Background: an optimization exercise with open tools, aiming at small area and a short achievable clock period. Do not read the settings as production practice.
Power is estimated from default activity; no workload was simulated.

lane 4:
Design FSA, start of the top module:
module FSA(clk, rst, Multiplicand, Multiplier, Result);
  input clk, rst;
  input [11:0] Multiplicand;
  input [11:0] Multiplier;
  output reg [23:0] Result;
  wire w1;
  wire w2;
  wire w3;
  wire w4;
  wire w5;
  wire w6;
  wire w7;
  wire w8;
  wire w9;
  wire w10;
  wire w11;
  wire w12;
  wire w13;
  wire w14;
  wire w15;
  wire w16;
  wire w17;
  wire w18;
  wire w19;
  wire w20;
  wire w21;
  wire w22;
  wire w23;
  wire w24;
  wire w25;
  wire w26;
  wire w27;
  wire w28;
  wire w29;
  wire w30;
  wire w31;
  wire w32;
  wire w33;
  wire w34;
  wire w35;
  wire w36;
  wire w37;
  wire w38;
  wire w39;
  wire w40;
  wire w41;
  wire w42;
  wire w43;
  wire w44;
  wire w45;
  wire w46;
  wire w47;
  wire w48;
  wire w49;
  wire w50;
  wire w51;
  wire w52;
  wire w53;
  wire w54;
  wire w55;
  wire w56;
  wire w57;
  wire w58;
  wire w59;
  wire w60;
  wire w61;
  wire w62;
  wire w63;
  wire w64;
  wire w65;
  wire w66;
  wire w67;
  wire w68;
  wire w69;
  wire w70;
  wire w71;
  wire w72;
  wire w73;
  wire w74;
  wire w75;
  wire w76;
  wire w77;
  wire w78;
  wire w79;
  wire w80;
  wire w81;
  wire w82;
  wire w83;
  wire w84;
  wire w85;
  wire w86;
  wire w87;
  wire w88;
  wire w89;
  wire w90;
  ...
Size: ~490 cells after synthesis, about 24 flip-flops, roughly 50 I/O pins, ~4400 um^2 of cells after synthesis.
Settings: LEC_CHECK=0, CAP_MARGIN=20, CORE_MARGIN=2, CORE_UTILIZATION=40, SETUP_SLACK_MARGIN=3, SLEW_MARGIN=20, SYNTH_HIERARCHICAL=1; clock period 10.0 ns.
standard.sh (not shown) runs the stock make flow with config.mk's settings and CLKGATE_MAP_FILE= SYNTH_SCRIPT=/design/flow/synth_recipe.tcl, a recipe that flattens the netlist after the stock synthesis.
==> flow/flow/run.sh <==
#!/bin/bash
set -euo pipefail
here=$(pwd)
export IN_BUF=${IN_BUF:-sky130_fd_sc_hd__buf_4}
bash standard.sh "BUFFER_PORTS_ARGS=-buffer_cell sky130_fd_sc_hd__buf_1" \
  "POST_GLOBAL_PLACE_TCL=$here/flow/inbuf.tcl" finish > make.log 2>&1
==> flow/flow/inbuf.tcl <==
# Resize the buffers that buffer_ports put on the input ports (not the clock,
# which buffer_ports leaves alone) to $::env(IN_BUF).
set n 0
foreach inst [[ord::get_db_block] getInsts] {
  set name [$inst getName]
  if { [string match "input*" $name] && [[$inst getMaster] getName] eq "sky130_fd_sc_hd__buf_1" } {
    replace_cell $name $::env(IN_BUF)
    incr n
  }
}
puts "inbuf.tcl: resized $n input buffers to $::env(IN_BUF)"
Input-level comparison between lane 3 and lane 4:
==> flow/flow/run.sh <==
#!/bin/bash
# Own layout flow: the standard layout (standard.sh), except that the
# port buffers are small buffers instead of the resizer's default choice.
# Each tool's output goes to a log of its own here (make.log holds the ORFS
# make run, with its per-step logs under orfs/logs).
set -euo pipefail
BUF=${PORT_BUF:-sky130_fd_sc_hd__buf_1}
bash standard.sh "BUFFER_PORTS_ARGS=-buffer_cell $BUF" finish > make.log 2>&1
removed: flow/flow/inbuf.tcl
### Flow results
Delta (lane 3 minus lane 4): period utilization increased by 1.6 points relative to the old numbers; global-route wire length before repair increased by 0.77% relative to the old numbers. Diff lane 4 -> lane 3: core utilization moved down; sequential share of power essentially unchanged; growth of design area from synthesis to finish now smaller; fraction of area in clock buffers and inverters barely changed. Compared lane 3 against lane 4; aggregate routed wire length within noise. Cmp lane 3 vs lane 4: met3 layer wire length in the routed design higher in lane 3. From lane 4 to lane 3 the numbers moved as follows: sequential share of layout area went up 0.18 points, final area saw a decrease.
Function was not checked in any run of this note: the RTL went through the layout flow alone.


Setup of run A:
Another version of the RTL of FSA (not shown whole).
Size: about 440 cells after synthesis, ~50 I/O pins.
Settings: LEC_CHECK=0, CAP_MARGIN=20, CORE_MARGIN=2, CORE_UTILIZATION=40, SETUP_SLACK_MARGIN=4.5, SLEW_MARGIN=20, SYNTH_HIERARCHICAL=1; clock period 10.0 ns.
run.sh (not shown) runs the stock make flow with config.mk's settings and CLKGATE_MAP_FILE= SYNTH_SCRIPT=/design/flow/synth_recipe.tcl, a recipe that flattens the netlist after the stock synthesis.
Stock flow here: none of the scripts above is used.
Run A finished all stages; the layout is clean.
Modified inputs, run B compared to run A
Settings: SETUP_SLACK_MARGIN now 3, was 4.5.
## What came out
- Diff run A and run B: final instance count without filler cells lower in run B
- Re aggregate routed wire length: run A was higher than run B.
- All of run A and run B finish clean.
- Sort run A and run B by design area desc -> top: run A
- Shortest period the worst path allows sits higher in run B than in run A.
- On fraction of final layout cells with drive strength greater than 1: between run A and run B, it ends up higher for run A.
- Compared with run A, run B shows detail-routed net length per standard cell that has gone down by a few percent.
- Total power for run B: 30% down relative to run A
- Reported for run A and run B, layout sequential cell count turned out identical to the last digit.
- Relative to run A, number of buffers inserted by post-CTS setup repair decreased by 8 in run B.
- From run A to run B the numbers moved as follows: share of the core filled with cells in the final layout dropped 5.2 points, internal power component dropped 32%.
- Worst setup path startpoint = Multiplicand[2]: run B; worst setup path startpoint = Multiplier[4]: run A
Input changes introduced in run C (baseline for comparison: run B):
Settings: a deleted SETUP_SLACK_MARGIN that had been 3.
--- outcome ---
- Total number of vias across run B and run C: no real change.
- Status: I/O pin count parity (run C, run B)
- The final layout from run C, which completed every stage, passed the timing, design-rule and antenna checks at the end of the flow.
- The final layout from run B, which completed every stage, passed the timing, design-rule and antenna checks at the end of the flow.
- A slowest stage cell on the critical path of sky130_fd_sc_hd__clkdlybuf4s50_1 is what run C shows, while sky130_fd_sc_hd__fa_1 belongs to run B.
- Share of the clock period used by the worst path (run C over run B): increase, 3.7 points
- Final instance area, run C vs run B: down slightly
No functional check of the RTL was part of any run of this note.


job 101:
Another version of the RTL of FSA (not shown whole).
For scale: ~470 cells after synthesis, ~50 I/O pins, ~0.0043 mm^2 of cells after synthesis.
==> flow/config.mk <==
export PLATFORM = sky130hd
export DESIGN_NAME = FSA
export DESIGN_NICKNAME = FSA
export VERILOG_FILES = /design/flow/design.v
export SDC_FILE = /design/flow/constraint.sdc
export NUM_CORES = 4
export LEC_CHECK = 0
export CAP_MARGIN = 20
export CORE_MARGIN = 2
export CORE_UTILIZATION = 40
export SETUP_SLACK_MARGIN = 4
export SLEW_MARGIN = 20
export SYNTH_HIERARCHICAL = 1
==> flow/constraint.sdc <==
create_clock -name core_clock -period 10.0 [get_ports {clk}]
set_input_delay 2.0000 -clock core_clock [delete_from_list [all_inputs] [get_ports {clk}]]
set_output_delay 2.0000 -clock core_clock [all_outputs]
set_load 0.01 [all_outputs]
standard.sh (not shown) runs the stock make flow with config.mk's settings and CLKGATE_MAP_FILE= SYNTH_SCRIPT=/design/flow/synth_recipe.tcl, a recipe that flattens the netlist after the stock synthesis.
==> flow/flow/run.sh <==
#!/bin/bash
# Own layout flow: the standard layout (standard.sh), except that the
# port buffers are small buffers instead of the resizer's default choice.
# Each tool's output goes to a log of its own here (make.log holds the ORFS
# make run, with its per-step logs under orfs/logs).
set -euo pipefail
BUF=${PORT_BUF:-sky130_fd_sc_hd__buf_1}
bash standard.sh "BUFFER_PORTS_ARGS=-buffer_cell $BUF" finish > make.log 2>&1
The following lists how job 102 was set up differently from job 101:
Settings: swapping 4 for 3 in SETUP_SLACK_MARGIN.
==> flow/run.sh (new file) <==
#!/bin/bash
# synth_recipe.tcl (not shown) runs the flow's synth.tcl, then flattens the netlist and writes it again
# the make line also repeats each setting of config.mk as NAME=value (left out here)
make -C /OpenROAD-flow-scripts/flow DESIGN_CONFIG=/design/flow/config.mk WORK_HOME=/design/flow/orfs CLKGATE_MAP_FILE= SYNTH_SCRIPT=/design/flow/synth_recipe.tcl finish
removed: flow/flow/run.sh
removed: flow/standard.sh
==> results.txt <==
Hold slack ended up 0.14 ns higher on job 102 than on job 101. In job 102, the layout overhead on the synthesized area came out 9.4 points below the value in job 101. [compare] base=job 101 new=job 102: utilization now sits lower; top achievable clock speed now sits lower. Looking at wire length of the first global-routing pass, job 102 sits 750 um lower than job 101 does. Diff job 101 -> job 102: total non-filler cell area in the finished layout saw a decrease; final setup slack of the worst path went down. Of the two values seen for endpoint of the worst setup timing path, Result[22] was produced by job 102 and Result[18] by job 101. Job 102 went all the way through synthesis, placement and routing and the layout is clean on timing, DRC and antenna. Compared with job 101, job 102 shows a lower area of the multi-input gates. When the final numbers for job 102 and job 101 were put side by side, the transition at the pin with the smallest max-transition slack turned out to be smaller in job 102. Relative to job 101, the via count measured on job 102 has decreased by a few percent.
Input-level comparison between job 103 and job 102:
Settings: SETUP_SLACK_MARGIN: 3 -> 5.
==> flow/flow/run.sh (new file) <==
#!/bin/bash
# Own layout flow: the standard layout (standard.sh), except that the
# port buffers are small buffers instead of the resizer's default choice.
# Each tool's output goes to a log of its own here (make.log holds the ORFS
# make run, with its per-step logs under orfs/logs).
set -euo pipefail
BUF=${PORT_BUF:-sky130_fd_sc_hd__buf_1}
bash standard.sh "BUFFER_PORTS_ARGS=-buffer_cell $BUF" finish > make.log 2>&1
==> flow/standard.sh (new file) <==
#!/bin/bash
# synth_recipe.tcl (not shown) runs the flow's synth.tcl, then flattens the netlist and writes it again
# the make line also repeats each setting of config.mk as NAME=value (left out here)
make -C /OpenROAD-flow-scripts/flow DESIGN_CONFIG=/design/flow/config.mk WORK_HOME=/design/flow/orfs CLKGATE_MAP_FILE= SYNTH_SCRIPT=/design/flow/synth_recipe.tcl "${@:-finish}"
removed: flow/run.sh
Results
Job 103 completed every stage of the flow, and the final layout passed the timing, design-rule and antenna checks.
Final standard cell utilization of the core sits higher in job 103 than in job 102.
On global-route usage: between job 103 and job 102, it ends up higher for job 103.
Diff job 102 -> job 103: actual slew at the worst max-slew pin shows an increase of 0.21 ns; power density normalized to cell area increased about 21%; count of plain and timing-repair buffers went up 49; proportion of register bits with asynchronous set or reset after synthesis essentially unchanged; sequential cell fraction of total power dropped 2.9 points.
[job 103 vs job 102] summed area of non-filler cells in the final layout: higher in job 103
Edits applied to the flow inputs when going from job 103 to job 104:
Settings: SETUP_SLACK_MARGIN changed from 5 to 3.
## What came out
Job 104 closes out successfully: all stages finished, all timing, DRC and antenna checks passed. In the reports for job 103 and job 104, the smaller count of plain and timing-repair buffers belongs to job 104. Per the comparison of job 104 with job 103, final critical delay including setup and external delays rose 0.81 ns, post-CTS setup buffer count fell by 24, overall via count from detail_route went down by 193, amount of wire on met3 after detailed routing decreased about 6%, power per unit of standard cell area now smaller.
No run of this note included a check of the RTL's function; only the layout flow was run.

## static timing again, ports no longer ideal
The results above use ideal ports. As a check the final layouts listed here were re-extracted and re-timed, cells and wires unchanged. Step 1, drivers: a clkbuf_16 drives clk and a buf_2 each remaining input, both assumed. Step 2 adds t to the input delays and takes it off the output delays; t is the mean of the earliest and latest rising clock arrival at the registers after step 1. Input paths then give back, and output paths get back, about the clock's delay inside the block. a / b / c = ideal / step 1 / step 2; a / b = the first two.
run | t (ns) | slack for setup (ns) | latest minus earliest clock arrival (ns) | pins driven straight from the clock port
lane 4 | 0.300 | 3.638 / 3.646 / 3.346 | 0.005 / 0.005 | 1
lane 3 | 0.298 | 3.480 / 3.488 / 3.190 | 0.006 / 0.007 | 1
run A | 0.282 | 3.866 / 3.834 / 3.551 | 0.003 / 0.003 | 1
run B | 0.284 | 3.275 / 3.280 / 2.996 | 0.005 / 0.004 | 1
run C | 0.284 | 2.909 / 2.914 / 2.630 | 0.004 / 0.004 | 1
job 101 | 0.286 | 4.102 / 4.061 / 3.775 | 0.002 / 0.002 | 1
job 102 | 0.290 | 3.438 / 3.447 / 3.156 | 0.005 / 0.005 | 1
job 103 | 0.287 | 4.143 / 4.041 / 3.754 | 0.005 / 0.004 | 1
job 104 | 0.284 | 3.333 / 3.335 / 3.051 | 0.001 / 0.002 | 1
After both steps every run listed still meets setup and hold. The setup slack of job 103, which loses most, moves by -0.102 ns with the drivers and by -0.389 ns with both steps.
